This design comes from an exercise in tuning for small area and a short achievable clock period on the open sky130 flow, not from production work. The RTL was checked by simulation tests, not by an equivalence proof against the original design. No activity file was given, so power comes from the tool's default toggle rates.

File: flow/config.mk
export PLATFORM = sky130hd
export DESIGN_NAME = cpu
export DESIGN_NICKNAME = cpu
export VERILOG_FILES = /design/flow/design.v
export SDC_FILE = /design/flow/constraint.sdc
export NUM_CORES = 4
export LEC_CHECK = 0
export CAP_MARGIN = 20
export CORE_MARGIN = 2
export CORE_UTILIZATION = 60
export CTS_BUF_LIST = sky130_fd_sc_hd__clkbuf_8
export SETUP_SLACK_MARGIN = 4.0
export SLEW_MARGIN = 20
export SYNTH_HIERARCHICAL = 1
File: flow/constraint.sdc
create_clock -name core_clock -period 11.5 [get_ports {CLK}]
set_input_delay 2.3000 -clock core_clock [delete_from_list [all_inputs] [get_ports {CLK}]]
set_output_delay 2.3000 -clock core_clock [all_outputs]
set_load 0.01 [all_outputs]
File: flow/design.v
module signExtend(S, Q);
input [5:0] S;
output [7:0] Q;
assign Q = {S[5], S[5], S[5:0]};
endmodule
module two_to_one_mux(S0, S1, Q, select);
input [7:0] S0;
input [7:0] S1;
input select;
output [7:0] Q;
assign Q = (select == 0) ? S0 : S1;
endmodule
module control(OP, BSEL, CISEL, OSEL, SHIFT_LA, SHIFT_LR, LOGICAL_OP);  
input [2:0] OP;
output BSEL;
output CISEL;
output [1:0] OSEL;
output SHIFT_LA;
output SHIFT_LR;
output LOGICAL_OP;
wire q = (OP==3'b000 | OP ==3'b001);
wire w = (OP==3'b010 | OP==3'b011 | OP ==3'b100);
wire e = (OP==3'b101 | OP ==3'b110);
assign BSEL = OP[0];
assign CISEL = OP[0];
assign OSEL = (q ? 2'b00 : w ? 2'b01 : e ? 2'b10: q);
assign SHIFT_LA = (OP==3'b010);
assign SHIFT_LR = OP[1];
assign LOGICAL_OP = OP[0];
endmodule
module adder(A, B, CI, Y, C, V); 
  input [7:0] A;
  input [7:0] B;
  input CI;
  output  reg [7:0] Y;
  output reg C;
  output reg V;
  reg CI1;
  reg CI2;
  reg CI3;
  reg CI4;
  reg CI5;
  reg CI6;
  reg CI7;
  reg CI8;
always @(*)
	begin
		Y[0] = CI ^ A[0] ^ B[0];
		CI1 = (CI & A[0])|(CI & B[0])|(A[0] & B[0]);
		Y[1] = CI1^ A[1] ^ B[1];
		CI2 =(CI1 & A[1])|(CI1 & B[1])|(A[1] & B[1]);
		Y[2] =CI2 ^ A[2] ^ B[2];
		CI3 = (CI2 & A[2])|(CI2 & B[2])|(A[2] & B[2]);
		Y[3] = CI3 ^ A[3] ^ B[3];
		CI4 = (CI3 & A[3])|(CI3 & B[3])|(A[3] & B[3]);
		Y[4] = CI4 ^ A[4] ^ B[4];
		CI5 = (CI4 & A[4])|(CI4 & B[4])|(A[4] & B[4]);
		Y[5] = CI5 ^ A[5] ^ B[5];
		CI6 = (CI5 & A[5])|(CI5 & B[5])|(A[5] & B[5]);
		Y[6] = CI6 ^ A[6] ^ B[6];
		CI7 = (CI6 & A[6])|(CI6 & B[6])|(A[6] & B[6]);
		Y[7] = CI7 ^ A[7] ^ B[7];
		C = (CI7 & A[7])|(CI7 & B[7])|(A[7] & B[7]);
		V = (CI7==C) ? 0:1;
end
endmodule
module shifter(A, LA, LR, Y, C);
input [7:0] A;
input LA, LR;
output reg [7:0] Y;
output reg C;
   always @(*)
	begin
		if (LA==0 & LR==1)
			begin
			Y = {1'b0, A[7:1]};
			C = A[0];
			end
	else if (LA==0 & LR==0)
		begin
		Y = {A[6:0], 1'b0};
		C = A[7];
		end
	else
		begin
		Y = {A[7], A[7:1]};
		C = A[0];
		end
	end
endmodule
module logical(A, B, OP, Y);  
	input [7:0] A;
	input [7:0] B;
	input OP;
	output [7:0] Y;
	assign Y[0] = (~OP&(A[0]|B[0]))|(OP&(A[0]&B[0]));
	assign Y[1] = (~OP&(A[1]|B[1]))|(OP&(A[1]&B[1]));
	assign Y[2] = (~OP&(A[2]|B[2]))|(OP&(A[2]&B[2]));
	assign Y[3] = (~OP&(A[3]|B[3]))|(OP&(A[3]&B[3]));
	assign Y[4] = (~OP&(A[4]|B[4]))|(OP&(A[4]&B[4]));
	assign Y[5] = (~OP&(A[5]|B[5]))|(OP&(A[5]&B[5]));
	assign Y[6] = (~OP&(A[6]|B[6]))|(OP&(A[6]&B[6]));
	assign Y[7] = (~OP&(A[7]|B[7]))|(OP&(A[7]&B[7]));
endmodule
module alu(A, B, OP, Y, C, V, N, Z, BSEL, CSEL, OSEL, SHIFT_LA, SHIFT_LR, LOGICAL_OP, Y_ADD, Y_SHIFT, Y_LOG, C_ADD, C_SHIFT);
  input  [7:0]  A;
  input  [7:0]  B;
  input  [2:0]  OP;
  output [7:0]  Y;
  output [7:0]  Y_ADD;
  output [7:0]  Y_SHIFT;
  output [7:0]  Y_LOG;
  output        C;
  output C_ADD;
  output C_SHIFT;
  output        V;
  output        N;
  output        Z;
  output BSEL;
  output CSEL; 
  output [1:0] OSEL;
  output SHIFT_LA;
  output SHIFT_LR;
  output LOGICAL_OP;
adder add (
.A(A),
.B((BSEL) ? ~B : B),
.CI(CISEL),
.Y(Y_ADD),
.C(C_ADD),
.V(V)
);
shifter shift (
.A(A),
.LA(SHIFT_LA),
.LR(SHIFT_LR),
.Y(Y_SHIFT),
.C(C_SHIFT)
);
logical log (
.A(A),
.B(B),
.OP(LOGICAL_OP),
.Y(Y_LOG)
);
control con (
.OP(OP),
.BSEL(BSEL),
.CISEL(CISEL),
.OSEL(OSEL),
.SHIFT_LA(SHIFT_LA),
.SHIFT_LR(SHIFT_LR),
.LOGICAL_OP(LOGICAL_OP)
);
wire q = (OSEL == 2'b00);
wire w = (OSEL == 2'b01);
wire e = (OSEL == 2'b10);
assign Y = (q ? Y_ADD : w ? Y_SHIFT : e ? Y_LOG: Y_LOG);
assign C = (OSEL == 2'b00) ? C_ADD : (OSEL == 2'b01) ? C_SHIFT : 2'b0;
assign N = (Y[7:4] > 4'b0111);
assign Z = (Y[7:0]==8'b00000000);
endmodule
module registerFile(CLK, SA, SB, LD, DR, D_in, DataA, DataB, RESET);
input CLK;
input RESET;
input [2:0] SA;
input [2:0] SB;
input LD;
input [2:0] DR;
input [7:0] D_in;
output [7:0] DataA;
output [7:0] DataB;
reg [7:0] reg0, reg1, reg2, reg3, reg4, reg5, reg6, reg7;
assign DataA = (SA == 3'b0) ? reg0 :
					(SA == 3'b001) ? reg1 :
					(SA == 3'b010) ? reg2 :
					(SA == 3'b011) ? reg3 :
					(SA == 3'b100) ? reg4 :
					(SA == 3'b101) ? reg5 :
					(SA == 3'b110) ? reg6 :
					(SA == 3'b111) ? reg7 : 0;
assign DataB = (SB == 3'b0) ? reg0 :
					(SB == 3'b001) ? reg1 :
					(SB == 3'b010) ? reg2 :
					(SB == 3'b011) ? reg3 :
					(SB == 3'b100) ? reg4 :
					(SB == 3'b101) ? reg5 :
					(SB == 3'b110) ? reg6 :
					(SB == 3'b111) ? reg7 : 0;
always @(posedge CLK) begin
if(RESET) begin
reg0<=8'b0;
reg1<=8'b0;
reg2<=8'b0;
reg3<=8'b0;
reg4<=8'b0;
reg5<=8'b0;
reg6<=8'b0;
reg7<=8'b0;
end
else if(LD) begin
	case(DR)
		3'b000: reg0<=D_in;
		3'b001: reg1<=D_in;
		3'b010: reg2<=D_in;
		3'b011: reg3<=D_in;
		3'b100: reg4<=D_in;
		3'b101: reg5<=D_in;
		3'b110: reg6<=D_in;
		3'b111: reg7<=D_in;
	endcase
end
end
endmodule
module decoder(INST, DR, SA, SB, IMM, MB, FS, MD, LD, MW, BS, OFF, HALT);
input [15:0] INST;
output reg [2:0] DR;
output reg [2:0] SA;
output reg [2:0] SB;
output reg [5:0] IMM;
output reg [3:0] FS;
output reg [3:0] BS;
output reg [5:0] OFF;
output reg HALT;
output reg MB;
output reg MD;
output reg LD;
output reg MW;
always @(INST) begin
if(INST[15:12] == 4'b0000)begin
if(INST[2:0] == 3'b000)begin
	DR <= 3'b0;
	SA <= 3'b0;
	SB <= 3'b0;
	IMM <= 6'b0;
	FS <= 3'b0;
	MB <= 1'b0;
	OFF <= 6'b0;
	LD <= 1'b0;
	MW <= 1'b0;
	MD <= 1'b0;
	HALT<=1'b0;
	BS <= 3'b100;
end
else if(INST[2:0] == 3'b001)begin
	HALT <= 1'b1;
	DR <= 3'b0;
	SA <= 3'b0;
	SB <= 3'b0;
	OFF <= 6'b0;
	IMM <= 6'b0;
	FS <= 3'b0;
	MB <= 1'b0;
	LD <= 1'b0;
	MW <= 1'b0;
	MD <= 1'b0;
	BS <= 3'b100;
end
else begin
	DR <= 3'b0;
	SA <= 3'b0;
	SB <= 3'b0;
	OFF <= 6'b0;
	IMM <= 6'b0;
	FS <= 3'b0;
	MB <= 1'b0;
	LD <= 1'b0;
	MW <= 1'b0;
	MD <= 1'b0;
	BS <= 3'b100;
	HALT<=1'b0;
end
end	
else if(INST[15] == 0 && INST[14:12] != 3'b000)begin  
if(INST[15:12] == 4'b0010) begin
	IMM <= {INST[5:0]};
	DR <= 	INST[8:6];
	SA <= INST[11:9];
	SB <= 3'b0;
	MB <= 1'b1;
	LD <= 1'b1;
	MW <= 1'b0;
	BS <= 3'b100;
	OFF <= 6'b0;
	FS <= 3'b0;
	MD <= 1'b1;
	HALT<=1'b0;
end
else if(INST[15:12] == 4'b0100) begin
	IMM <= {INST[5:0]};
	DR <= 3'b0;
	SA <= INST[11:9];
	SB <= INST[8:6];
	MB <= 1'b1;
	OFF <= 6'b0;
	LD <= 1'b0;
	MW <= 1'b1;
	FS <= 3'b0;
	MD <= 1'b0;	
	BS <= 3'b100;
	HALT<=1'b0;
end
else if(INST[15:12] == 4'b0101) begin
	IMM <= INST[5:0];
	DR <= INST[8:6];
	SA <= INST[11:9];
	SB <= 3'b0;
	MB <= 1'b1;
	LD <= 1'b1;
	MW <= 1'b0;
	FS <= 3'b0;
	OFF <= 6'b0;
	BS <= 3'b100;
	HALT<=1'b0;
	MD <= 1'b0;
end
else if(INST[15:12] == 4'b0110) begin
	IMM <= {INST[5:0]};
	DR <= INST[8:6];
	SA <= INST[11:9];
	SB <= 3'b0;
	MB <= 1'b1;
	OFF <= 6'b0;
	LD <= 1'b1;
	MW <= 1'b0;
	FS <= 3'b101;
	MD <= 1'b0;
	BS <= 3'b100;
	HALT<=1'b0;
end
else if(INST[15:12] == 4'b0111) begin
	IMM <= {INST[5:0]};
	DR <= INST[8:6];
	SA <= INST[11:9];
	SB <= 3'b0;
	MB <= 1'b1;
	OFF <= 6'b0;
	LD <= 1'b1;
	MW <= 1'b0;
	FS <= 3'b110;
	MD <= 1'b0;
	BS <= 3'b100;
	HALT<=1'b0;
end	
else begin
	DR <= 3'b0;
	SA <= 3'b0;
	SB <= 3'b0;
	IMM <= 6'b0;
	FS <= 3'b0;
	MB <= 1'b0;
	OFF <= 6'b0;
	BS <= 3'b100;
	LD <= 1'b0;
	MW <= 1'b0;
	MD <= 1'b0;
	HALT<=1'b0;
end
end  
else if(INST[15:12] == 4'b1111) begin  
if(INST[2:0] == 3'b0)begin
	FS <= 3'b0;
	IMM <= 6'b0;
	DR <= INST[5:3];
	SA <= INST[11:9];
	SB <= INST[8:6];
	MB <= 1'b0;
	BS <= 3'b100;
	LD <= 1'b1;
	HALT<=1'b0;
	OFF <= 6'b0;
	MW <= 1'b0;
	MD <= 1'b0;
end
else if(INST[2:0] == 3'b001) begin
	FS <= 3'b001;
	IMM <= 6'b0;
	DR <= INST[5:3];
	SA <= INST[11:9];
	SB <= INST[8:6];
	MB <= 1'b0;
	OFF <= 6'b0;
	BS <= 3'b100;
	LD <= 1'b1;
	MW <= 1'b0;	
	MD <= 1'b0;
	HALT<=1'b0;
end
else if(INST[2:0] == 3'b010) begin
	FS <= 3'b010;
	IMM <= 6'b0;
	DR <= INST[5:3];
	SA <= INST[11:9];
	SB <= 3'b0;
	MB <= 1'b0;
	LD <= 1'b1;
	HALT<=1'b0;
	OFF <= 6'b0;
	MW <= 1'b0;
	BS <= 3'b100;
	MD <= 1'b0;
end
else if(INST[2:0] == 3'b011) begin
	FS <= 3'b011;
	IMM <= 6'b0;
	DR <= INST[5:3];
	SA <= INST[11:9];
	SB <= 3'b0;
	OFF <= 6'b0;
	MB <= 1'b0;
	BS <= 3'b100;
	LD <= 1'b1;
	HALT<=1'b0;
	MW <= 1'b0;
	MD <= 1'b0;
end
else if(INST[2:0] == 3'b100) begin
	FS <= 3'b100;
	IMM <= 6'b0;
	DR <= INST[5:3];
	SA <= INST[11:9];
	SB <= 3'b0;
	MB <= 1'b0;
	LD <= 1'b1;
	MW <= 1'b0;
	OFF <= 6'b0;
	HALT<=1'b0;
	BS <= 3'b100;
	MD <= 1'b0;
end
else if(INST[2:0] == 3'b101) begin
	FS <= 3'b101;
	DR <= INST[5:3];
	SA <= INST[11:9];
	SB <= INST[8:6];
	IMM <= 6'b0;
	OFF <= 6'b0;
	MB <= 1'b0;
	LD <= 1'b1;
	MW <= 1'b0;
	MD <= 1'b0;
	BS <= 3'b100;
	HALT<=1'b0;
end
else if(INST[2:0] == 3'b110) begin
	FS <= 3'b110;
	DR <= INST[5:3];
	SA <= INST[11:9];
	SB <= INST[8:6];
	IMM <= 6'b0;
	OFF <= 6'b0;
	MB <= 1'b0;
	LD <= 1'b1;
	MW <= 1'b0;
	MD <= 1'b0;
	BS <= 3'b100;
	HALT<=1'b0;
end
else begin
	DR <= 3'b0;
	SA <= 3'b0;
	SB <= 3'b0;
	IMM <= 6'b0;
	FS <= 3'b0;
	MB <= 1'b0;
	LD <= 1'b0;
	BS <= 3'b100;
	MW <= 1'b0;
	HALT<=1'b0;
	MD <= 1'b0;
	OFF <= 6'b0;
end
end  
else if(INST[15:14] == 2'b10) begin
if(INST[15:12] == 4'b1000) begin
	DR <= 3'b0;
	SA <= INST[11:9];
	SB <= INST[8:6];
	IMM <= 6'b0;
	FS<=3'b001;
	BS<=3'b0;
	HALT<=1'b0;
	MB<=1'b0;
	LD = 1'b0;
	MW = 1'b0;
	MD = 1'b0;
	OFF <= INST[5:0];
end
else if (INST[15:12] == 4'b1001) begin
	DR <= 3'b0;
	SA <= INST[11:9];
	SB <= INST[8:6];
	IMM <= 6'b0;
	FS<=3'b001;
	BS<=3'b001;
	HALT<=1'b0;
	MB<=1'b0;
	LD = 1'b0;
	MW = 1'b0;
	MD = 1'b0;
	OFF <= INST[5:0];
end
else if(INST[15:12] == 4'b1010) begin
	DR <= 3'b0;
	SA <= INST[11:9];
	SB <= 3'b0;
	IMM <= 6'b0;
	FS<=3'b001;
	BS<=3'b010;  
	HALT<=1'b0;
	MB<=1'b1;
	LD = 1'b0;
	MW = 1'b0;
	MD = 1'b0;
	OFF <= INST[5:0];
end
else if(INST[15:12] == 4'b1011) begin
	DR <= 3'b0;
	SA <= INST[11:9];
	SB <= 3'b0;
	IMM <= 6'b0;
	FS<=3'b001;
	BS<=3'b011;
	HALT<=1'b0;
	MB <=1'b1;
	LD = 1'b0;
	MW = 1'b0;
	MD = 1'b0;
	OFF <= INST[5:0];
end
else begin
	DR <= 3'b0;
	SA <= 3'b0;
	SB <= 3'b0;
	IMM <= 6'b0;
	FS <= 3'b0;
	BS <= 3'b0;
	HALT<=1'b0;
	MB <= 1'b0;
	LD <= 1'b0;
	MW <= 1'b0;
	MD <= 1'b0;
	OFF <= 6'b0;
end
end  
else begin
	DR <= 3'b0;
	SA <= 3'b0;
	SB <= 3'b0;
	IMM <= 6'b0;
	FS <= 3'b0;
	BS <= 3'b0;
	HALT<=1'b0;
	MB <= 1'b0;
	LD <= 1'b0;
	MW <= 1'b0;
	MD <= 1'b0;
	OFF <= 6'b0;
end
end 
endmodule
module cpu(CLK, RESET, EN_L, Iin, Din, PC, NextPC, DataA, DataB, DataC, DataD, MW);
  input         CLK;
  input         RESET;
  input         EN_L;
  input  [15:0] Iin;
  input  [7:0]  Din;
  output [7:0]  PC;
  output [7:0]  NextPC;
  output [7:0]  DataA;
  output [7:0]  DataB;
  output [7:0]  DataC;
  output [7:0]  DataD;
  output        MW;
  reg  [7:1] pc_q;
  reg        EN_LPrev;
  reg  [7:0] r0, r1, r2, r3, r4, r5, r6, r7;
  wire useA, useB, doSub, doAdd, selC, isLB, isLBc, isBr, isHALT, LD;
  wire ndoAnd, ndoOr, doRsh, doSra, doSll;
  wire [2:0] DR;
  wire [7:0] k;
  cpu_ctrl ctrl (.I(Iin), .RESET(RESET), .isLBc(isLBc), .useA(useA), .useB(useB), .doSub(doSub), .doAdd(doAdd), .selC(selC),
                 .ndoAnd(ndoAnd), .ndoOr(ndoOr), .doRsh(doRsh), .doSra(doSra), .doSll(doSll),
                 .isLB(isLB), .isSB(MW), .isBr(isBr), .isHALT(isHALT), .LD(LD),
                 .DR(DR), .k(k));
  wire [7:0] sa, sb, a, b;
  cpu_dec3 dec_a (.s(Iin[11:9]), .y(sa));
  cpu_dec3 dec_b (.s(Iin[8:6]), .y(sb));
  genvar i;
  generate
    for (i = 0; i < 8; i = i + 1) begin : rd
      wire [7:0] ri = {r7[i], r6[i], r5[i], r4[i], r3[i], r2[i], r1[i], r0[i]};
      cpu_rd8  pa (.s(sa), .r(ri), .y(a[i]));
      cpu_rd8  pb (.s(sb), .r(ri), .y(b[i]));
    end
  endgenerate
  assign DataB = b;
  wire nuseA;
  g_inv iua (.a(useA), .y(nuseA));
  generate
    for (i = 0; i < 8; i = i + 1) begin : am
      wire m1, m0;
      g_nand2 n1 (.a(useA), .b(a[i]), .y(m1));
      g_nand2 n0 (.a(nuseA), .b(r0[i]), .y(m0));
      g_nand2 n2 (.a(m1), .b(m0), .y(DataA[i]));
    end
  endgenerate
  wire [7:0] sum, ang, ant;
  wire [7:0] ap;
  cpu_add8 add (.a(a), .b(b), .useB(useB), .k(k), .ci(doSub), .s(sum), .ng(ang), .nt(ant), .p(ap));
  wire [7:0] nother, notherC;
  generate
    for (i = 0; i < 8; i = i + 1) begin : oth
      cpu_oth1 o (.ng(ang[i]), .nt(ant[i]), .al(i > 0 ? DataA[i-1] : 1'b0),
                  .ar(i < 7 ? DataA[i+1] : DataA[7]), .din(Din[i]),
                  .isLB(isLBc), .ndoAnd(ndoAnd), .ndoOr(ndoOr),
                  .doRsh(i < 7 ? doRsh : doSra), .doSll(doSll),
                  .nD(nother[i]), .nC(notherC[i]));
    end
  endgenerate
  generate
    for (i = 0; i < 8; i = i + 1) begin : res
      wire sd, sc;
      g_nand2 d0 (.a(sum[i]), .b(doAdd), .y(sd));
      g_nand2 d1 (.a(sd), .b(nother[i]), .y(DataD[i]));
      g_nand2 c0 (.a(sum[i]), .b(selC), .y(sc));
      g_nand2 c1 (.a(sc), .b(notherC[i]), .y(DataC[i]));
    end
  endgenerate
  wire halt = isHALT & ~EN_L & EN_LPrev;
  wire taken, ntaken;
  wire [7:1] pc_inc, pc_br, npc;
  wire eq0, eq1;
  g_nand4 e0 (.a(ap[0]), .b(ap[1]), .c(ap[2]), .d(ap[3]), .y(eq0));
  g_nand4 e1 (.a(ap[4]), .b(ap[5]), .c(ap[6]), .d(ap[7]), .y(eq1));
  cpu_taken tk (.neq0(eq0), .neq1(eq1), .a7(a[7]), .op(Iin[13:12]), .isBr(isBr), .RESET(RESET), .taken(taken), .ntaken(ntaken));
  cpu_pcinc pi (.pc(pc_q), .halt(halt), .inc(pc_inc));
  cpu_pcbr  pb (.pc(pc_q), .off(Iin[5:0]), .br(pc_br));
  generate
    for (i = 1; i < 8; i = i + 1) begin : ps
      wire m1, m0;
      g_nand2 n1 (.a(taken), .b(pc_br[i]), .y(m1));
      g_nand2 n0 (.a(ntaken), .b(pc_inc[i]), .y(m0));
      g_nand2 n2 (.a(m1), .b(m0), .y(npc[i]));
    end
  endgenerate
  assign NextPC = {npc, 1'b0};
  assign PC = {pc_q, 1'b0};
  wire [7:0] we = {8{RESET}} | ({8{LD}} & (8'd1 << DR));
  always @(posedge CLK) begin
    EN_LPrev <= EN_L;
    pc_q <= npc;                   
    if (we[0]) r0 <= DataC;
    if (we[1]) r1 <= DataC;
    if (we[2]) r2 <= DataC;
    if (we[3]) r3 <= DataC;
    if (we[4]) r4 <= DataC;
    if (we[5]) r5 <= DataC;
    if (we[6]) r6 <= DataC;
    if (we[7]) r7 <= DataC;
  end
endmodule
module cpu_ctrl(I, RESET, isLBc, useA, useB, doSub, doAdd, selC, ndoAnd, ndoOr, doRsh, doSra, doSll,
                isLB, isSB, isBr, isHALT, LD, DR, k);
  input  [15:0] I;
  input  RESET;
  output isLBc;
  output useA, useB, doSub, doAdd, selC, ndoAnd, ndoOr, doRsh, doSra, doSll;
  output isLB, isSB, isBr, isHALT, LD;
  output [2:0] DR;
  output [7:0] k;
  wire [3:0] op = I[15:12];
  wire [2:0] fn = I[2:0];
  wire isR    = (op == 4'b1111) & (fn != 3'b111);
  assign isLB = (op == 4'b0010);
  assign isSB = (op == 4'b0100);
  wire isIALU = (op[3:2] == 2'b01) & (op[1:0] != 2'b00);    
  assign isBr = (op[3:2] == 2'b10);
  assign isHALT = (op == 4'b0000) & (fn == 3'b001);
  assign useA   = isR | isLB | isSB | isIALU | isBr;        
  wire useImm   = ~op[3];                                   
  assign doSub  = (op[3:1] == 3'b100) | ((op == 4'b1111) & (fn == 3'b001));   
  assign doAdd  = isLB | isSB | (op == 4'b0101) | (isR & fn[2:1] == 2'b00) | isBr;
  wire run = ~RESET;
  assign selC   = doAdd & ~isLB & run;
  assign isLBc  = isLB & run;
  assign ndoAnd = ~((isR ? (fn == 3'b101) : (op == 4'b0110)) & run);
  assign ndoOr  = ~((isR ? (fn == 3'b110) : (op == 4'b0111)) & run);
  assign doSra  = isR & (fn == 3'b010) & run;
  assign doRsh  = isR & (fn[2:1] == 2'b01) & run;           
  assign doSll  = ((isR & (fn == 3'b100)) | ~useA) & run;   
  assign useB   = ~(useImm | (isBr & op[1]));
  assign LD = isR | isLB | isIALU;
  assign DR = isR ? I[5:3] : I[8:6];
  assign k = ({8{useImm}} & {{2{I[5]}}, I[5:0]}) | {8{doSub}};
endmodule
module cpu_dec3(s, y);
  input  [2:0] s;
  output [7:0] y;
  assign y = 8'd1 << s;
endmodule
module cpu_rd8(s, r, y);
  input  [7:0] s, r;
  output y;
  assign y = |(s & r);
endmodule
module cpu_oth1(ng, nt, al, ar, din, isLB, ndoAnd, ndoOr, doRsh, doSll, nD, nC);
  input  ng, nt, al, ar, din;
  input  isLB, ndoAnd, ndoOr, doRsh, doSll;
  output nD, nC;
  wire no = (ng | ndoAnd) & (nt | ndoOr) & ~((doRsh & ar) | (doSll & al));
  assign nD = no;
  assign nC = no & ~(isLB & din);
endmodule
module cpu_add8(a, b, useB, k, ci, s, ng, nt, p);
  input  [7:0] a, b, k;
  input  useB, ci;
  output [7:0] s, ng, nt, p;
  wire [7:0] bx;
  genvar j;
  generate
    for (j = 0; j < 8; j = j + 1) begin : ox
      wire nbm;
      g_nand2 m (.a(b[j]), .b(useB), .y(nbm));
      g_xnor2 x (.a(nbm), .b(k[j]), .y(bx[j]));
    end
  endgenerate
  genvar i;
  generate
    for (i = 0; i < 8; i = i + 1) begin : l0
      g_nand2 gg (.a(a[i]), .b(bx[i]), .y(ng[i]));
      g_nor2  gt (.a(a[i]), .b(bx[i]), .y(nt[i]));
    end
    for (i = 0; i < 8; i = i + 1) begin : lp
      g_xor2  gp (.a(a[i]), .b(bx[i]), .y(p[i]));
    end
  endgenerate
  wire nci;
  g_inv  i_ci (.a(ci), .y(nci));
  wire c1, G21, T21, G43, T43, G65, T65;
  g_o21ai l1a (.a1(nt[0]), .a2(nci), .b1(ng[0]), .y(c1));
  g_o21ai l1b (.a1(nt[2]), .a2(ng[1]), .b1(ng[2]), .y(G21));
  g_nor2  l1c (.a(nt[2]), .b(nt[1]), .y(T21));
  g_o21ai l1d (.a1(nt[4]), .a2(ng[3]), .b1(ng[4]), .y(G43));
  g_nor2  l1e (.a(nt[4]), .b(nt[3]), .y(T43));
  g_o21ai l1f (.a1(nt[6]), .a2(ng[5]), .b1(ng[6]), .y(G65));
  g_nor2  l1g (.a(nt[6]), .b(nt[5]), .y(T65));
  wire g1, t1, g5, t5;
  g_inv i_g1 (.a(ng[1]), .y(g1));
  g_inv i_t1 (.a(nt[1]), .y(t1));
  g_inv i_g5 (.a(ng[5]), .y(g5));
  g_inv i_t5 (.a(nt[5]), .y(t5));
  wire nc2, nc3, nG53, nT53, nG63, nT63;
  g_a21oi l2a (.a1(t1), .a2(c1), .b1(g1), .y(nc2));
  g_a21oi l2b (.a1(T21), .a2(c1), .b1(G21), .y(nc3));
  g_a21oi l2c (.a1(t5), .a2(G43), .b1(g5), .y(nG53));
  g_nand2 l2d (.a(t5), .b(T43), .y(nT53));
  g_a21oi l2e (.a1(T65), .a2(G43), .b1(G65), .y(nG63));
  g_nand2 l2f (.a(T65), .b(T43), .y(nT63));
  wire nG43, nT43;
  g_inv i_G43 (.a(G43), .y(nG43));
  g_inv i_T43 (.a(T43), .y(nT43));
  wire c4, c5, c6, c7;
  g_o21ai l3a (.a1(nt[3]), .a2(nc3), .b1(ng[3]), .y(c4));
  g_o21ai l3b (.a1(nT43), .a2(nc3), .b1(nG43), .y(c5));
  g_o21ai l3c (.a1(nT53), .a2(nc3), .b1(nG53), .y(c6));
  g_o21ai l3d (.a1(nT63), .a2(nc3), .b1(nG63), .y(c7));
  g_xor2  s0 (.a(p[0]), .b(ci), .y(s[0]));
  g_xor2  s1 (.a(p[1]), .b(c1), .y(s[1]));
  g_xnor2 s2 (.a(p[2]), .b(nc2), .y(s[2]));
  g_xnor2 s3 (.a(p[3]), .b(nc3), .y(s[3]));
  g_xor2  s4 (.a(p[4]), .b(c4), .y(s[4]));
  g_xor2  s5 (.a(p[5]), .b(c5), .y(s[5]));
  g_xor2  s6 (.a(p[6]), .b(c6), .y(s[6]));
  g_xor2  s7 (.a(p[7]), .b(c7), .y(s[7]));
endmodule
module cpu_taken(neq0, neq1, a7, op, isBr, RESET, taken, ntaken);
  input  neq0, neq1, a7;
  input  [1:0] op;
  input  isBr, RESET;
  output taken, ntaken;
  wire eq = ~(neq0 | neq1);
  wire t = isBr & (op[1] ? (a7 ^ ~op[0]) : (eq ^ op[0]));
  assign taken = t & ~RESET;
  assign ntaken = ~t & ~RESET;
endmodule
module cpu_pcinc(pc, halt, inc);
  input  [7:1] pc;
  input  halt;
  output [7:1] inc;
  assign inc = pc + {6'd0, ~halt};
endmodule
module cpu_pcbr(pc, off, br);
  input  [7:1] pc;
  input  [5:0] off;
  output [7:1] br;
  wire [6:0] x = pc;
  wire [6:0] y = {off[5], off};
  wire [6:0] p;
  wire [6:1] s;
  genvar i;
  generate
    for (i = 1; i < 7; i = i + 1) begin : lp
      g_xor2 gp (.a(x[i]), .b(y[i]), .y(p[i]));
    end
  endgenerate
  g_xnor2 s0 (.a(x[0]), .b(y[0]), .y(br[1]));
  wire nc1, ng1, nt1, ng3, nt3, ng5, nt5, g2, t2, g4, t4;
  g_nor2  t0n (.a(x[0]), .b(y[0]), .y(nc1));    
  g_nand2 g1n (.a(x[1]), .b(y[1]), .y(ng1));
  g_nor2  t1n (.a(x[1]), .b(y[1]), .y(nt1));
  g_and2  g2p (.a(x[2]), .b(y[2]), .y(g2));
  g_or2   t2p (.a(x[2]), .b(y[2]), .y(t2));
  g_nand2 g3n (.a(x[3]), .b(y[3]), .y(ng3));
  g_nor2  t3n (.a(x[3]), .b(y[3]), .y(nt3));
  g_and2  g4p (.a(x[4]), .b(y[4]), .y(g4));
  g_or2   t4p (.a(x[4]), .b(y[4]), .y(t4));
  g_nand2 g5n (.a(x[5]), .b(y[5]), .y(ng5));
  g_nor2  t5n (.a(x[5]), .b(y[5]), .y(nt5));
  wire c2, nc3, c4, nc5, c6;
  g_o21ai k2 (.a1(nt1), .a2(nc1), .b1(ng1), .y(c2));
  g_a21oi k3 (.a1(t2), .a2(c2), .b1(g2), .y(nc3));
  g_o21ai k4 (.a1(nt3), .a2(nc3), .b1(ng3), .y(c4));
  g_a21oi k5 (.a1(t4), .a2(c4), .b1(g4), .y(nc5));
  g_o21ai k6 (.a1(nt5), .a2(nc5), .b1(ng5), .y(c6));
  g_xnor2 s1 (.a(p[1]), .b(nc1), .y(br[2]));
  g_xor2  s2 (.a(p[2]), .b(c2), .y(br[3]));
  g_xnor2 s3 (.a(p[3]), .b(nc3), .y(br[4]));
  g_xor2  s4 (.a(p[4]), .b(c4), .y(br[5]));
  g_xnor2 s5 (.a(p[5]), .b(nc5), .y(br[6]));
  g_xor2  s6 (.a(p[6]), .b(c6), .y(br[7]));
endmodule
module g_nand2(a, b, y);
  input a, b;
  output y;
  assign y = ~(a & b);
endmodule
module g_nand4(a, b, c, d, y);
  input a, b, c, d;
  output y;
  assign y = ~(a & b & c & d);
endmodule
module g_xor2(a, b, y);
  input a, b;
  output y;
  assign y = a ^ b;
endmodule
module g_a22oi(a1, a2, b1, b2, y);
  input a1, a2, b1, b2;
  output y;
  assign y = ~((a1 & a2) | (b1 & b2));
endmodule
module g_a41oi(a1, a2, a3, a4, b1, y);
  input a1, a2, a3, a4, b1;
  output y;
  assign y = ~((a1 & a2 & a3 & a4) | b1);
endmodule
module g_nor2(a, b, y);
  input a, b;
  output y;
  assign y = ~(a | b);
endmodule
module g_inv(a, y);
  input a;
  output y;
  assign y = ~a;
endmodule
module g_xnor2(a, b, y);
  input a, b;
  output y;
  assign y = ~(a ^ b);
endmodule
module g_o21ai(a1, a2, b1, y);
  input a1, a2, b1;
  output y;
  assign y = ~((a1 | a2) & b1);
endmodule
module g_a21oi(a1, a2, b1, y);
  input a1, a2, b1;
  output y;
  assign y = ~((a1 & a2) | b1);
endmodule
module g_and2(a, b, y);
  input a, b;
  output y;
  assign y = a & b;
endmodule
module g_or2(a, b, y);
  input a, b;
  output y;
  assign y = a | b;
endmodule
module g_and2b(a_n, b, y);
  input a_n, b;
  output y;
  assign y = ~a_n & b;
endmodule
File: flow/flow/run.sh
#!/bin/bash
# The standard layout (the standard.sh), with two changes: the input and output ports are
# buffered by
# clock tree synthesis inserts no dummy loads.
set -euo pipefail
export BUFFER_PORTS_ARGS="-buffer_cell sky130_fd_sc_hd__buf_1"
export CTS_ARGS="-sink_clustering_enable -repair_clock_nets -buf_list sky130_fd_sc_hd__clkbuf_8 -dont_use_dummy_load"
bash standard.sh > flow_make.log 2>&1
File: flow/standard.sh
#!/bin/bash
# synth_recipe.tcl (not shown) runs the flow's synth.tcl, then flattens the netlist and writes it again
# the make line also repeats each setting of config.mk as NAME=value (left out here)
make -C /OpenROAD-flow-scripts/flow DESIGN_CONFIG=/design/flow/config.mk WORK_HOME=/design/flow/orfs CLKGATE_MAP_FILE= SYNTH_SCRIPT=/design/flow/synth_recipe.tcl "${@:-finish}"
==> impl_metrics.env, run 1 <==
export IMPL_wirelength_met1_um=5355
export IMPL_slew_headroom=0.2838
export IMPL_hold_viol=0
export IMPL_ys_types=48
export IMPL_yosysSeqAreaShare=0.4516
export IMPL_cp_max_fo=9
export IMPL_pre_cts_ws_ns=3.152
export IMPL_syn_area_um2=4611
export IMPL_overflow=0
export IMPL_power_frac_seq=0.458
export IMPL_p_int_w=0.0005103
export IMPL_cts_sinks=72
export IMPL_p_switching_w=0.0002924
export IMPL_dr_max_layer_used="met4"
export IMPL_die_area_um2=8402
export IMPL_final_cell_mix="104 x nand2_1, 64 x edfxtp_1, 62 x a22oi_1"
export IMPL_wl_per_cell_um=20.17
export IMPL_grt_pass1_vias=4101
export IMPL_pwr_density_cell_nw_per_um2=143.7
export IMPL_finalHoldWorstSlack_ns=0.6275
export IMPL_place_congestion=0.9285
export IMPL_synth_edff_count=64
export IMPL_finalSetupTns_ns=0
export IMPL_h_tree_depth=3
export IMPL_root_buffer="clkbuf_8"
export IMPL_maxCapViolations=0
export IMPL_criticalPathCategory="input pin to primary output"
export IMPL_worstMarginPinSlew_ns=1.063
export IMPL_cts_clk_slew_worst_paths_ns=0.05
export IMPL_cts_hold_buffers=0
export IMPL_period_minus_slack_ns=7.388
export IMPL_num_vias=4492
export IMPL_drt_vias_per_instance=6.558
export IMPL_grt_start_max_net_pins=17
export IMPL_p_comb_frac=0.352
export IMPL_antenna_found_initial=0
export IMPL_insertion_delay_ns=0.36
export IMPL_drtAntennaViolNets=0
export IMPL_synth_ff_type="edfxtp_1"
export IMPL_hpwl_um=9889
export IMPL_drt_iter0_markers=429
export IMPL_n_antenna_cell=0
export IMPL_routed_wl_um=13820
export IMPL_met3_length_um=1310
export IMPL_setup_violations=0
export IMPL_endpoint_kind="primary output"
export IMPL_netlist_instances=487
export IMPL_fillers=523
export IMPL_timing_final_crit_share=0.6424
export IMPL_place_inst=654
export IMPL_drc=0
export IMPL_async_flop_share=0
export IMPL_yosysWarnings=7
export IMPL_vdd_drop_max_v=0.00008490
export IMPL_finalNetCount=617
export IMPL_cp_arrival_ns=5.09
export IMPL_syn2layout_area_growth_pct=21.14
export IMPL_power_leakage_nw=2.236
export IMPL_cts_made_buffers=9
export IMPL_setup_ws_ns=4.112
export IMPL_ioPinCount=76
export IMPL_start_kind="input pin"
export IMPL_synth_area_per_cell_um2=9.467
export IMPL_layout_drive_gt1_share=0.1911
export IMPL_track_usage=0.3175
export IMPL_utilization=0.7619
export IMPL_fin_cells=685
export IMPL_clock_power_share=0.191
export IMPL_io_buffers=73
export IMPL_rsz0062_at_grt="true"
export IMPL_start_util=0.6289
export IMPL_final_max_slew_viol_count=0
export IMPL_synth_seq_cells=72
export IMPL_cts_buffer_depth=2
export IMPL_core_um2=7331
export IMPL_die_h_um=91.66
export IMPL_swShare=0.3642
export IMPL_fmax_mhz=135.4
export IMPL_final_common_cell="nand2_1"
export IMPL_wl_met2_um=6711
export IMPL_grt_pass1_wl_um=20800
export IMPL_num_rows=31
export IMPL_fp_dieW_um=91.66
export IMPL_status="finished clean"
export IMPL_cts_tree="done"
export IMPL_hold_class="flip-flop to flip-flop"
export IMPL_cp_required_ns=9.20
export IMPL_skew_ns=0.03755
export IMPL_drtPass1Iterations=9
## critical path: stages
cell	delay [ns]
clkbuf_4	0.19
and3b_2	0.31
a22oi_1	0.26
nand4_1	0.19
nand2_1	0.16
xnor2_2	0.15
xor2_1	0.23
nand4_1	0.22
nor3_4	0.27
or3_4	0.17
and4b_2	0.32
nand2_1	0.07
nand2_1	0.09
buf_1	0.15
## flip-flops by register name (all words and copies together) (netlist names)
register,count
r0,8
r5,8
r7,8
EN_LPrev,1
r6,8
r4,8
r2,8
r1,8
r3,8
pc_q,7
## per-module statistics from Yosys (local to each module, per instance), a selection
module	cells inside	times used
cpu_taken	6	1
cpu_ctrl	70	1
g_a21oi	1	6
g_xor2	1	23
g_inv	1	8
cpu_dec3	8	2
cpu_oth1	4	8
## per-layer routing
layer	global-route usage	vias up
met4	0.1187	0
met2	0.5325	290
li1	-	2024
met1	0.4228	2134
met5	0	-
met3	0.04026	44
## synthesized netlist by cell type, types with 3 or more instances
library cell | number | area [um2]
o21ai_1 | 11 | 55.05
nand3_1 | 7 | 35.03
a22oi_1 | 64 | 480.5
nand2_1 | 110 | 412.9
nor3_1 | 6 | 30.03
a22o_1 | 8 | 70.07
xor2_1 | 26 | 227.7
dfxtp_1 | 8 | 160.2
o21ai_0 | 14 | 70.07
o22ai_1 | 9 | 56.30
and3_2 | 3 | 22.52
nor3b_1 | 6 | 45.04
xnor2_1 | 16 | 140.1
inv_1 | 20 | 75.07
a31o_1 | 4 | 35.03
edfxtp_1 | 64 | 1922
a211oi_2 | 8 | 100.1
a21oi_1 | 5 | 25.02
a21oi_2 | 6 | 52.55
and3b_2 | 6 | 60.06
buf_4 | 5 | 37.54
nand4_1 | 18 | 112.6
nor2_1 | 29 | 108.9
## area by class of cell
type / count / area (um2) / area share
clock buffers: 9 / 123.9 / 0.02218
inverters: 20 / 75.07 / 0.01344
multi-input cells: 388 / 2675 / 0.4789
flip-flops and latches: 72 / 2082 / 0.3728
well taps: 99 / 123.9 / 0.02218
repair buffers: 97 / 505.5 / 0.09050
## worst paths after layout
check / from / to / slack [ns] / cells past startpoint
worst max-delay path: Iin[7] / NextPC[2] / 4.11 / 14
worst max register to register: r0[7] / pc_q[2] / 8.87 / 11
worst min-delay path: pc_q[1] / pc_q[1] / 0.63 / 3
worst min register to register: pc_q[1] / pc_q[1] / 0.63 / 3
## what timing repair did
| item | CTS | global route |
|---|---|---|
| resized for setup | 31 | 42 |
| hold endpoints to repair | 0 | 0 |
| endpoints found under the setup margin | 21 | 17 |
| setup buffers | 7 | 15 |
| pin swaps | 4 | 22 |
## kinds of logic (layout without fill, tap and decap cells)
kind of cell | after synthesis | after routing | synth area share
AOI/OAI and AO/OA | 136 | 136 | 0.2182
and+or+nand+nor | 205 | 205 | 0.2144
other | 1 | 3 | 0.0008133
buffers and inverters | 29 | 126 | 0.02985
xor gates and xnor gates | 42 | 42 | 0.07978
adders and majority gates | 2 | 2 | 0.005427
DFF | 72 | 72 | 0.4516
## through the flow
| step | power, W | instance area [um2] |
|---|---|---|
| finish | 0.0008027 | 5585 |
| global route | 0.0008383 | 5585 |
| detailed placement | 0.0006119 | 4969 |
| CTS | 0.0007667 | 5279 |
| floorplan | 0.0005314 | 4618 |
| global placement | 0.0006056 | 4969 |
## power groups by stage
stage                     clock [W]  sequential [W]  combinational, W
after detailed placement          0        0.000371          0.000240
after global routing       0.000162        0.000371          0.000305
after CTS                  0.000151        0.000366          0.000250
after global placement            0        0.000370          0.000235
final                      0.000153        0.000367          0.000282
after floorplan                   0        0.000364          0.000167
==> run 2, diff against run 1 <==
--- a/flow/design.v
+++ b/flow/design.v
@@ -618,6 +618,7 @@
                   .nD(nother[i]), .nC(notherC[i]));
     end
   endgenerate
+  wire [7:0] wdat;
   generate
     for (i = 0; i < 8; i = i + 1) begin : res
       wire sd, sc;
@@ -625,6 +626,7 @@
       g_nand2 d1 (.a(sd), .b(nother[i]), .y(DataD[i]));
       g_nand2 c0 (.a(sum[i]), .b(selC), .y(sc));
       g_nand2 c1 (.a(sc), .b(notherC[i]), .y(DataC[i]));
+      g_nand2 w1 (.a(sc), .b(notherC[i]), .y(wdat[i]));
     end
   endgenerate
   wire halt = isHALT & ~EN_L & EN_LPrev;
@@ -633,7 +635,17 @@
   wire eq0, eq1;
   g_nand4 e0 (.a(ap[0]), .b(ap[1]), .c(ap[2]), .d(ap[3]), .y(eq0));
   g_nand4 e1 (.a(ap[4]), .b(ap[5]), .c(ap[6]), .d(ap[7]), .y(eq1));
-  cpu_taken tk (.neq0(eq0), .neq1(eq1), .a7(a[7]), .op(Iin[13:12]), .isBr(isBr), .RESET(RESET), .taken(taken), .ntaken(ntaken));
+  wire tx, ty, ntx, nty, eq, neq, m0, m1, m2, m3;
+  cpu_taken tk (.a7(a[7]), .op(Iin[13:12]), .isBr(isBr), .RESET(RESET), .tx(tx), .ty(ty),
+                .ntx(ntx), .nty(nty));
+  g_nor2  te (.a(eq0), .b(eq1), .y(eq));
+  g_or2   tn (.a(eq0), .b(eq1), .y(neq));
+  g_nand2 t0 (.a(eq), .b(tx), .y(m0));
+  g_nand2 t1 (.a(neq), .b(ty), .y(m1));
+  g_nand2 t2 (.a(m0), .b(m1), .y(taken));
+  g_nand2 t3 (.a(eq), .b(ntx), .y(m2));
+  g_nand2 t4 (.a(neq), .b(nty), .y(m3));
+  g_nand2 t5 (.a(m2), .b(m3), .y(ntaken));
   cpu_pcinc pi (.pc(pc_q), .halt(halt), .inc(pc_inc));
   cpu_pcbr  pb (.pc(pc_q), .off(Iin[5:0]), .br(pc_br));
   generate
@@ -650,14 +662,14 @@
   always @(posedge CLK) begin
     EN_LPrev <= EN_L;
     pc_q <= npc;                   
-    if (we[0]) r0 <= DataC;
-    if (we[1]) r1 <= DataC;
-    if (we[2]) r2 <= DataC;
-    if (we[3]) r3 <= DataC;
-    if (we[4]) r4 <= DataC;
-    if (we[5]) r5 <= DataC;
-    if (we[6]) r6 <= DataC;
-    if (we[7]) r7 <= DataC;
+    if (we[0]) r0 <= wdat;
+    if (we[1]) r1 <= wdat;
+    if (we[2]) r2 <= wdat;
+    if (we[3]) r3 <= wdat;
+    if (we[4]) r4 <= wdat;
+    if (we[5]) r5 <= wdat;
+    if (we[6]) r6 <= wdat;
+    if (we[7]) r7 <= wdat;
   end
 endmodule
 module cpu_ctrl(I, RESET, isLBc, useA, useB, doSub, doAdd, selC, ndoAnd, ndoOr, doRsh, doSra, doSll,
@@ -774,15 +786,17 @@
   g_xor2  s6 (.a(p[6]), .b(c6), .y(s[6]));
   g_xor2  s7 (.a(p[7]), .b(c7), .y(s[7]));
 endmodule
-module cpu_taken(neq0, neq1, a7, op, isBr, RESET, taken, ntaken);
-  input  neq0, neq1, a7;
+module cpu_taken(a7, op, isBr, RESET, tx, ty, ntx, nty);
+  input  a7;
   input  [1:0] op;
   input  isBr, RESET;
-  output taken, ntaken;
-  wire eq = ~(neq0 | neq1);
-  wire t = isBr & (op[1] ? (a7 ^ ~op[0]) : (eq ^ op[0]));
-  assign taken = t & ~RESET;
-  assign ntaken = ~t & ~RESET;
+  output tx, ty, ntx, nty;
+  wire run = isBr & ~RESET;
+  wire sgn = a7 ^ ~op[0];                    
+  assign tx = run & (op[1] ? sgn : ~op[0]);   
+  assign ty = run & (op[1] ? sgn : op[0]);    
+  assign ntx = ~RESET & ~tx;
+  assign nty = ~RESET & ~ty;
 endmodule
 module cpu_pcinc(pc, halt, inc);
   input  [7:1] pc;
==> flow/flow/run.sh (replaced) <==
#!/bin/bash
# The standard layout (the standard.sh), with two changes: the input and output ports are
# buffered by sky130_fd_sc_hd__buf_2 instead of the cell buffer_ports picks by default, and
# clock tree synthesis inserts no dummy loads.
set -euo pipefail
export BUFFER_PORTS_ARGS="-buffer_cell sky130_fd_sc_hd__buf_2"
export CTS_ARGS="-sink_clustering_enable -repair_clock_nets -buf_list sky130_fd_sc_hd__clkbuf_8 -dont_use_dummy_load"
bash standard.sh > flow_make.log 2>&1
==> run 2 against run 1 <==
Net effect: still clean; worst hold slack lost 0.017 ns; non-clock buffer count is 17 lower; via count is 0.40% higher; sequential cell count did not move; count of clock-buffer cells in the layout stayed put; critical endpoint is now NextPC[3]; largest cell class unchanged; largest power group unchanged.
==> impl_metrics.env, run 2 <==
export IMPL_synth_area_leaders="edfxtp_1 41%, a22oi_1 10%, nand2_1 10%"
export IMPL_hold_class="flip-flop to flip-flop"
export IMPL_fmax_mhz=135.8
export IMPL_cp_max_fo=9
export IMPL_fillers=581
export IMPL_synth_seq_cells=72
export IMPL_track_usage=0.3329
export IMPL_drtAntennaViolNets=0
export IMPL_final_cell_mix="125 x nand2_1, 73 x buf_2, 64 x a22oi_1, 64 x edfxtp_1, 32 x nor2_1"
export IMPL_power_leakage_nw=2.366
export IMPL_p_switching_w=0.0002927
export IMPL_synth_area_leader_cell="edfxtp_1"
export IMPL_n_antenna_cell=0
export IMPL_async_flop_share=0
export IMPL_drt_vias_per_instance=6.527
export IMPL_synth_most_common_cell="nand2_1"
export IMPL_r2r_setup_slack_ns=8.70
export IMPL_final_max_slew_viol_count=0
export IMPL_yosysWarnings=7
export IMPL_synth_ff_type="edfxtp_1"
export IMPL_overflow=0
export IMPL_die_h_um=92.50
export IMPL_start_util=0.6145
export IMPL_drc=0
export IMPL_fp_dieW_um=92.50
export IMPL_cts_made_buffers=9
export IMPL_antenna_found_initial=0
export IMPL_clock_power_share=0.196
export IMPL_status="finished clean"
export IMPL_core_um2=7647
export IMPL_p_int_w=0.0005057
export IMPL_synth_common_cells="125 x nand2_1, 64 x a22oi_1, 64 x edfxtp_1"
export IMPL_cts_buffer_depth=2
export IMPL_syn_area_um2=4700
export IMPL_cp_arrival_ns=5.06
export IMPL_fin_cells=691
export IMPL_cts_tree="done"
export IMPL_start_kind="input pin"
export IMPL_place_congestion=0.9393
export IMPL_pwr_density_cell_nw_per_um2=146.1
export IMPL_criticalPathCategory="input pin to primary output"
export IMPL_pre_cts_ws_ns=3.577
export IMPL_cts_hold_buffers=0
export IMPL_skew_ns=0.02386
export IMPL_slew_headroom=0.3678
export IMPL_swShare=0.3666
export IMPL_hpwl_um=10610
export IMPL_insertion_delay_ns=0.36
export IMPL_synth_top_area_frac=0.4089
export IMPL_utilization=0.7145
export IMPL_worstMarginPinSlew_ns=0.9384
export IMPL_synth_edff_count=64
export IMPL_maxCapViolations=0
export IMPL_drtPass1Iterations=5
export IMPL_vdd_drop_max_v=0.00008489
export IMPL_grt_pass1_wl_um=21490
export IMPL_syn2layout_area_growth_pct=16.27
export IMPL_cp_required_ns=9.20
export IMPL_num_vias=4510
export IMPL_routed_wl_um=14140
export IMPL_setup_violations=0
export IMPL_ioPinCount=76
export IMPL_cts_sinks=72
export IMPL_setup_ws_ns=4.136
export IMPL_netlist_instances=507
export IMPL_num_rows=32
export IMPL_place_inst=678
export IMPL_hold_viol=0
export IMPL_endpoint_kind="primary output"
export IMPL_grt_start_max_net_pins=17
export IMPL_timing_final_crit_share=0.6404
export IMPL_p_comb_frac=0.344
export IMPL_layout_drive_gt1_share=0.2258
export IMPL_finalSetupTns_ns=0
export IMPL_rsz0062_at_grt="true"
export IMPL_power_frac_seq=0.460
export IMPL_yosysSeqAreaShare=0.4430
export IMPL_ys_types=47
export IMPL_h_tree_depth=3
export IMPL_wl_per_cell_um=20.46
export IMPL_final_common_cell="nand2_1"
export IMPL_drt_iter0_markers=440
export IMPL_finalHoldWorstSlack_ns=0.6101
export IMPL_root_buffer="clkbuf_8"
export IMPL_synth_area_per_cell_um2=9.269
export IMPL_cts_clk_slew_worst_paths_ns=0.06
export IMPL_finalNetCount=620
export IMPL_io_buffers=73
export IMPL_grt_pass1_vias=4239
export IMPL_period_minus_slack_ns=7.364
export IMPL_die_area_um2=8556
## run 2: cell types whose count changed in the layout (fill, tap and decap cells not counted), moves of 4 or more
cell and delta:
xnor2_1 +9, xnor2_2 -7, buf_2 +69, clkbuf_2 -5, buf_1 -60, buf_4 -20
nand2_2 -4, nand2_1 +21
## run 2: worst max-delay path: stages
cell and delay (ns):
buf_2 0.23, nor3b_4 0.30, buf_12 0.16, a22oi_1 0.09, nand4_1 0.18, nand2_1 0.10
xnor2_1 0.34, xor2_1 0.31, nand4_1 0.21, or2_1 0.27, nand2_1 0.07, nand2_1 0.16
nand2_1 0.14, nand2_1 0.07, buf_2 0.14
## run 2: Yosys stat by module, one instance, submodules excluded, a selection
module / flops+latches / cell area [um2]
g_xor2: 0 / 8.758
cpu: 72 / 2213
cpu_pcinc: 0 / 96.34
cpu_oth1: 0 / 31.28
cpu_taken: 0 / 72.57
g_and2: 0 / 6.256
## run 2: cell type report
type / instances / area (um2) / area share
multi-input cells: 407 / 2584 / 0.4729
flip-flops and latches: 72 / 2082 / 0.3810
repair buffers: 80 / 467.9 / 0.08564
well taps: 102 / 127.6 / 0.02336
clock buffers: 9 / 123.9 / 0.02267
inverters: 21 / 78.83 / 0.01443
## run 2: worst paths after layout
check | start | endpoint | depth (start not counted)
worst max-delay path | Iin[8] | NextPC[3] | 15
worst min-delay path | pc_q[1] | pc_q[1] | 3
worst max register to register | r0[3] | r0[5] | 11
worst min register to register | pc_q[1] | pc_q[1] | 3
## run 2: power by group through the flow
stage	Clock [W]	Sequential (W)	Combinational, W
finish	0.000156	0.000368	0.000275
floorplan	0	0.000365	0.000174
global placement	0	0.000369	0.000258
global route	0.000168	0.000372	0.000298
CTS	0.000156	0.000366	0.000266
detailed placement	0	0.000372	0.000263
## run 2: cells by family after synthesis
group	share of synthesized area
AND/OR/NAND/NOR	0.2228
buffers and inverters	0.03009
other	0.0007980
AO/OA/AOI/OAI	0.2159
XOR/XNOR	0.08200
flip-flops	0.4430
adder cells (fa/ha/maj)	0.005324
## run 2: what timing repair did
item                                    CTS  global route
resized for setup                         9            10
pin swaps                                 0             2
buffers inserted                          0             4
endpoints found under the setup margin   21            15
## run 2: metrics by stage
step	area, um2	total power [W]
after global routing	5464	0.0008375
after floorplan	4707	0.0005387
after global placement	5160	0.0006273
after detailed placement	5160	0.0006350
after CTS	5331	0.0007887
final	5464	0.0007984
## run 2: layer usage
metal  share of wire  vias up  track usage
met1            0.38     2136       0.4234
met3           0.093       45      0.08137
met2            0.50      284       0.5474
met4           0.029        0       0.1331
li1                -     2045            -
met5               0        -            0
==> run 3, diff against run 2 <==
--- a/flow/config.mk
+++ b/flow/config.mk
@@ -9,6 +9,7 @@
 export CORE_MARGIN = 2
 export CORE_UTILIZATION = 60
 export CTS_BUF_LIST = sky130_fd_sc_hd__clkbuf_8
+export GPL_TIMING_DRIVEN = 0
 export SETUP_SLACK_MARGIN = 4.0
 export SLEW_MARGIN = 20
 export SYNTH_HIERARCHICAL = 1
==> run 3 against run 2 <==
Net effect: still clean; critical path depth did not move; first-iteration DRC count fell by 16%; sequential power barely moved; synthesized cell count did not move; cell count rose by 1.0%; non-clock buffer count rose by 7; clock power barely moved; combinational power fell by 2%; worst setup slack improved by 0.025 ns; die area did not move; core utilization rose by 0.20 points; maximum frequency rose by 0.34%; critical path type unchanged.
==> impl_metrics.env, run 3 <==
export IMPL_grt_pass1_wl_um=20400
export IMPL_pre_cts_ws_ns=3.682
export IMPL_rsz0062_at_grt="false"
export IMPL_endpoint_kind="primary output"
export IMPL_async_flop_share=0
export IMPL_core_um2=7647
export IMPL_hold_viol=0
export IMPL_finalSetupTns_ns=0
export IMPL_grt_pass1_vias=4126
export IMPL_power_leakage_nw=2.382
export IMPL_root_buffer="clkbuf_8"
export IMPL_netlist_instances=507
export IMPL_track_usage=0.3119
export IMPL_num_rows=32
export IMPL_slew_headroom=0.2647
export IMPL_drtAntennaViolNets=0
export IMPL_start_util=0.6145
export IMPL_cts_hold_buffers=0
export IMPL_register_area_um2=2082
export IMPL_die_h_um=92.50
export IMPL_num_vias=4468
export IMPL_drc=0
export IMPL_insertion_delay_ns=0.36
export IMPL_synth_ff_type="edfxtp_1"
export IMPL_yosysWarnings=7
export IMPL_hold_class="flip-flop to flip-flop"
export IMPL_wl_per_cell_um=18.96
export IMPL_synth_edff_count=64
export IMPL_n_antenna_cell=0
export IMPL_fp_dieW_um=92.50
export IMPL_pwr_density_cell_nw_per_um2=143.8
export IMPL_overflow=0
export IMPL_cts_clk_slew_worst_paths_ns=0.06
export IMPL_synth_area_per_cell_um2=9.269
export IMPL_cts_sinks=72
export IMPL_final_cell_mix="125 x nand2_1, 74 x buf_2, 64 x a22oi_1, 64 x edfxtp_1, 32 x nor2_1"
export IMPL_fmax_mhz=136.3
export IMPL_io_buffers=72
export IMPL_cp_top_family="simple AND/OR/NAND/NOR gates"
export IMPL_setup_ws_ns=4.161
export IMPL_synth_area_leaders="edfxtp_1 41%, a22oi_1 10%, nand2_1 10%"
export IMPL_worstMarginPinSlew_ns=1.091
export IMPL_criticalPathCategory="input pin to primary output"
export IMPL_layout_drive_gt1_share=0.2366
export IMPL_synth_seq_cells=72
export IMPL_h_tree_depth=3
export IMPL_antenna_found_initial=0
export IMPL_synth_top_area_frac=0.4089
export IMPL_min_delay_path_depth=3
export IMPL_cp_depth=15
export IMPL_routed_wl_um=13230
export IMPL_die_area_um2=8556
export IMPL_utilization=0.7165
export IMPL_synth_area_leader_cell="edfxtp_1"
export IMPL_cp_max_fo=9
export IMPL_finalNetCount=627
export IMPL_final_common_cell="nand2_1"
export IMPL_drt_vias_per_instance=6.401
export IMPL_cts_tree="done"
export IMPL_skew_ns=0.03736
export IMPL_max_stage_delay_ns=0.33
export IMPL_cts_made_buffers=9
export IMPL_path_buf_inv=3
export IMPL_syn_area_um2=4700
export IMPL_crit_top_cell="nand2_1"
export IMPL_maxCapViolations=0
export IMPL_synth_most_common_cell="nand2_1"
export IMPL_place_congestion=0.8780
export IMPL_synth_common_cells="125 x nand2_1, 64 x a22oi_1, 64 x edfxtp_1"
export IMPL_start_kind="input pin"
export IMPL_reg2reg_depth=11
export IMPL_hpwl_um=10230
export IMPL_yosysSeqAreaShare=0.4430
export IMPL_fillers=600
export IMPL_final_max_slew_viol_count=0
export IMPL_ys_types=47
export IMPL_cp_arrival_ns=5.04
export IMPL_syn2layout_area_growth_pct=16.59
export IMPL_worstPathCellList="buf_2, nor3b_4, buf_4, a22oi_1, nand4_1, nand2_1, xnor2_1, xor2_1, nand4_1, or2_1, nand2_1, nand2_1, nand2_1, nand2_1, buf_2"
export IMPL_cp_required_ns=9.20
export IMPL_cts_buffer_depth=2
export IMPL_drt_iter0_markers=368
export IMPL_vdd_drop_max_v=0.00007477
export IMPL_drtPass1Iterations=5
export IMPL_ioPinCount=76
export IMPL_status="finished clean"
export IMPL_period_minus_slack_ns=7.339
export IMPL_multiInputGateArea_um2=2586
export IMPL_setup_violations=0
export IMPL_grt_start_max_net_pins=16
export IMPL_cpMaxStageDelayCell="xnor2_1"
export IMPL_timing_final_crit_share=0.6382
[run 3: cell counts after synthesis]
Identical to the previous run, type by type.
[run 3: cells by family after synthesis]
family,Yosys count,share of synthesized area
AOI/OAI and AO/OA,136,0.2159
buffers and inverters,30,0.03009
xor gates and xnor gates,44,0.08200
DFF,72,0.4430
and+or+nand+nor,222,0.2228
other,1,0.0007980
adders and majority gates,2,0.005324
[run 3: where the power goes]
part           internal (W)  switching, W  total [W]
clock             0.0000697     0.0000829   0.000153
sequential         0.000341     0.0000255   0.000366
combinational     0.0000953      0.000174   0.000269
total              0.000506      0.000282   0.000788
[run 3: worst register-to-register path: cells and delay by family, from the launching register on]
family | cells | cell delay, ns
xor gates and xnor gates | 2 | 0.39
DFF | 1 | 0.43
and+or+nand+nor | 5 | 0.87
AOI/OAI and AO/OA | 4 | 0.81
[run 3: Yosys stat by module, one instance, submodules excluded, a selection]
| module | flip-flops and latches | cell area [um2] | cells | copies in the design |
|---|---|---|---|---|
| cpu_dec3 | 0 | 65.06 | 8 | 2 |
| cpu_oth1 | 0 | 31.28 | 4 | 8 |
| g_a21oi | 0 | 8.758 | 1 | 6 |
| g_inv | 0 | 3.754 | 1 | 8 |
| g_nand4 | 0 | 6.256 | 1 | 2 |
| g_nor2 | 0 | 3.754 | 1 | 16 |
| g_o21ai | 0 | 5.005 | 1 | 11 |
| g_or2 | 0 | 6.256 | 1 | 3 |
[run 3: metrics by stage]
stage          std cells  area, um2  hold WS (ns)   power, W
2_1_floorplan        509       4707        0.6793  0.0005387
3_3_place_gp         683       5195        0.5881  0.0006224
3_5_place_dp         684       5214        0.5975  0.0006325
4_1_cts              693       5368        0.6137  0.0007825
5_1_grt              698       5479        0.6541  0.0008300
6_report             698       5479        0.6118  0.0007877
[run 3: worst paths after layout]
check,slack [ns],startpoint,end
worst max-delay path,4.16,Iin[6],NextPC[3]
worst min register to register,0.61,pc_q[1],pc_q[1]
worst min-delay path,0.61,pc_q[1],pc_q[1]
worst max register to register,8.79,r0[0],r4[7]
[run 3: metal layers]
layer	vias to the layer above	share of wire	wire, um	GRT usage
met5	-	0	0	0
li1	2054	-	-	-
met2	231	0.49	6498	0.5341
met3	32	0.084	1118	0.05126
met1	2151	0.40	5294	0.3990
met4	0	0.024	321	0.1144
[run 3: area by class of cell]
type                            count  area share
Multi-Input combinational cell    407      0.4720
Sequential cell                    72      0.3800
Timing Repair Buffer               78     0.07627
Tap cell                          102     0.02329
Clock buffer                        9     0.02261
Inverter                           21     0.01439
Buffer                              9     0.01142
[run 3: what timing repair did]
item | in CTS | in global routing
buffers inserted | 0 | 5
resized for setup | 7 | 11
endpoints found under the hold margin | 0 | 0
setup endpoints to repair | 19 | 17
pin swaps | 0 | 1
==> run 4, diff against run 3 <==
--- a/flow/config.mk
+++ b/flow/config.mk
@@ -9,7 +9,6 @@
 export CORE_MARGIN = 2
 export CORE_UTILIZATION = 60
 export CTS_BUF_LIST = sky130_fd_sc_hd__clkbuf_8
-export GPL_TIMING_DRIVEN = 0
-export SETUP_SLACK_MARGIN = 4.0
+export SETUP_SLACK_MARGIN = 4.3
 export SLEW_MARGIN = 20
 export SYNTH_HIERARCHICAL = 1
==> run 4 against run 3 <==
Net effect: still clean; clock skew decreased by 0.015 ns; sequential share of layout area shrank 1.8 points; combinational power is 14% higher; non-clock buffer count rose by 9; sequential power about the same; worst hold slack worse by 0.0036 ns; first-iteration DRC count rose by 20%; global-route usage up 2.7 points; register-to-register slack got worse by 0.03 ns; clock power about the same; power up 5.5%; sequential cell count is the same; largest cell class unchanged; largest power group unchanged; highest routed layer unchanged.
==> impl_metrics.env, run 4 <==
export IMPL_fillers=558
export IMPL_cts_sinks=72
export IMPL_die_h_um=92.50
export IMPL_maxCapViolations=0
export IMPL_period_minus_slack_ns=7.136
export IMPL_synth_area_leaders="edfxtp_1 41%, a22oi_1 10%, nand2_1 10%"
export IMPL_place_congestion=0.9393
export IMPL_start_util=0.6145
export IMPL_root_buffer="clkbuf_8"
export IMPL_worstPathCellList="clkbuf_4, and3b_2, a22oi_1, nand4_1, nand2_1, xnor2_2, xor2_1, nand4_1, or2_1, nand2_1, nand2_4, nand2_1, nand2_1, buf_2"
export IMPL_power_w=0.0008311
export IMPL_finalHoldWorstSlack_ns=0.6083
export IMPL_cpMaxStageDelayCell="and3b_2"
export IMPL_synth_area_leader_cell="edfxtp_1"
export IMPL_synth_seq_cells=72
export IMPL_cts_made_buffers=9
export IMPL_cp_max_fo=9
export IMPL_place_inst=678
export IMPL_io_buffers=73
export IMPL_hold_class="flip-flop to flip-flop"
export IMPL_syn_area_um2=4700
export IMPL_yosysSeqAreaShare=0.4430
export IMPL_reg2reg_depth=11
export IMPL_ioPinCount=76
export IMPL_num_rows=32
export IMPL_grt_start_max_net_pins=17
export IMPL_utilization=0.7521
export IMPL_cp_required_ns=9.20
export IMPL_cp_arrival_ns=4.84
export IMPL_skew_ns=0.02202
export IMPL_h_tree_depth=3
export IMPL_synth_top_area_frac=0.4089
export IMPL_rr_startpoint="r3[0]"
export IMPL_finalNetCount=636
export IMPL_final_cell_mix="121 x nand2_1, 70 x buf_2, 64 x edfxtp_1"
export IMPL_wl_per_cell_um=20.55
export IMPL_pwr_density_cell_nw_per_um2=144.5
export IMPL_crit_end="NextPC[5]"
export IMPL_synth_area_per_cell_um2=9.269
export IMPL_hpwl_um=10610
export IMPL_final_max_slew_viol_count=0
export IMPL_min_delay_path_depth=3
export IMPL_timing_final_crit_share=0.6205
export IMPL_vdd_drop_max_v=0.00009386
export IMPL_fmax_mhz=140.1
export IMPL_drt_vias_per_instance=6.566
export IMPL_rsz0062_at_grt="true"
export IMPL_drtPass1Iterations=6
export IMPL_cts_tree="done"
export IMPL_drt_iter0_markers=440
export IMPL_synth_common_cells="125 x nand2_1, 64 x a22oi_1, 64 x edfxtp_1"
export IMPL_cts_hold_buffers=0
export IMPL_fin_cells=707
export IMPL_register_area_um2=2082
export IMPL_path_buf_inv=2
export IMPL_drtAntennaViolNets=0
export IMPL_hold_viol=0
export IMPL_start_kind="input pin"
export IMPL_cp_depth=14
export IMPL_setup_violations=0
export IMPL_cts_clk_slew_worst_paths_ns=0.06
export IMPL_synth_ff_type="edfxtp_1"
export IMPL_yosysWarnings=7
export IMPL_num_vias=4642
export IMPL_synth_edff_count=64
export IMPL_endpoint_kind="primary output"
export IMPL_final_common_cell="nand2_1"
export IMPL_ys_types=47
export IMPL_r2r_setup_slack_ns=8.76
export IMPL_async_flop_share=0
export IMPL_core_um2=7647
export IMPL_syn2layout_area_growth_pct=22.39
export IMPL_track_usage=0.3392
export IMPL_cts_buffer_depth=2
export IMPL_n_antenna_cell=0
export IMPL_fp_dieW_um=92.50
export IMPL_cp_top_family="simple AND/OR/NAND/NOR gates"
export IMPL_synth_most_common_cell="nand2_1"
export IMPL_startpoint="Iin[8]"
export IMPL_power_leakage_nw=2.514
export IMPL_overflow=0
export IMPL_die_area_um2=8556
export IMPL_multiInputGateArea_um2=2761
export IMPL_drc=0
export IMPL_insertion_delay_ns=0.36
export IMPL_antenna_found_initial=0
export IMPL_worstMarginPinSlew_ns=0.9729
export IMPL_grt_pass1_vias=4363
export IMPL_routed_wl_um=14530
export IMPL_status="finished clean"
export IMPL_criticalPathCategory="input pin to primary output"
export IMPL_layout_drive_gt1_share=0.2975
export IMPL_max_stage_delay_ns=0.32
export IMPL_finalSetupTns_ns=0
export IMPL_grt_pass1_wl_um=21920
export IMPL_crit_top_cell="nand2_1"
export IMPL_min_from="pc_q[1]"
export IMPL_r2r_end="r4[4]"
export IMPL_slew_headroom=0.3445
export IMPL_netlist_instances=507
## run 4: cell counts after synthesis
Identical to the previous run, type by type.
## run 4: repair_timing
action | in CTS | in global routing
resized for setup | 21 | 39
pin swaps | 3 | 18
endpoints found under the setup margin | 23 | 15
setup buffers | 7 | 13
## run 4: where the power goes
| group | total, W | internal, W | switching (W) |
|---|---|---|---|
| Clock | 0.000156 | 0.0000699 | 0.0000857 |
| Combinational | 0.000306 | 0.000114 | 0.000193 |
| Sequential | 0.000369 | 0.000341 | 0.0000281 |
| Total | 0.000831 | 0.000525 | 0.000306 |
## run 4: per-layer routing
layer	vias to the layer above	GRT usage	routed length (um)
met3	59	0.08137	1338
met5	-	0	0
met1	2206	0.4285	5465
met2	302	0.5529	7067
met4	0	0.1555	660
li1	2075	-	-
## run 4: cells by family after synthesis
kind of cell	share of synthesized area
flops	0.4430
fa+ha+maj	0.005324
other cells	0.0007980
compound gates	0.2159
buf+inv	0.03009
xor+xnor	0.08200
simple gates	0.2228
## run 4: worst min-delay path by stage
stage                     endpoint  slack [ns]
final                      pc_q[1]        0.61
after global routing       pc_q[7]        0.69
after CTS                  pc_q[1]        0.62
after detailed placement   pc_q[1]        0.60
after global placement     pc_q[1]        0.60
after floorplan            pc_q[1]        0.68
## run 4: layout make-up
cell class	instances	share of cell area
tap	102	0.02219
multi-input combinational	407	0.4801
timing repair buffer	96	0.1005
clock buffer	9	0.02154
inverter	21	0.01370
sequential	72	0.3620
## run 4: per-module statistics from Yosys, one instance, submodules excluded, a selection
| module | cell area [um2] | flip-flops and latches | times used | cells |
|---|---|---|---|---|
| cpu_ctrl | 370.4 | 0 | 1 | 70 |
| cpu_taken | 72.57 | 0 | 1 | 10 |
| g_a21oi | 8.758 | 0 | 6 | 1 |
| g_xnor2 | 8.758 | 0 | 14 | 1 |
| g_nand4 | 6.256 | 0 | 2 | 1 |
| g_inv | 3.754 | 0 | 8 | 1 |
| g_nand2 | 3.754 | 0 | 112 | 1 |
| g_nor2 | 3.754 | 0 | 16 | 1 |
## run 4: worst min-delay path, delay by kind of cell (launching register included)
kind          cells  cell delay (ns)
simple gates      2             0.10
flops             1             0.37
xor+xnor          1             0.08
## run 4: stage by stage
stage / setup WS [ns] / area [um2]
2_1_floorplan: 4.633 / 4707
3_3_place_gp: 3.747 / 5160
6_report: 4.364 / 5752
3_5_place_dp: 3.577 / 5160
5_1_grt: 4.214 / 5752
4_1_cts: 4.302 / 5470

==> re-timing with driven ports <==
How much do the figures lean on ideal ports? The routed layouts below were timed once more, with nothing changed but the port constraints.
Step 1 assumes that a clkbuf_16 drives the clock port and a buf_2 every other input.
Step 2 also shifts input and output timing later by t, the mid clock arrival at the registers, as if the neighbouring blocks saw the same clock.
Slacks: ideal ports / drivers / drivers and shift; pairs: ideal ports / drivers.
run	t, ns	setup WS [ns]
run 1	0.378	4.112 / 4.077 / 4.077
run 2	0.378	4.136 / 4.113 / 4.113
run 3	0.369	4.161 / 4.141 / 4.141
run 4	0.380	4.364 / 4.338 / 4.338
After both steps every run listed still meets setup and hold.
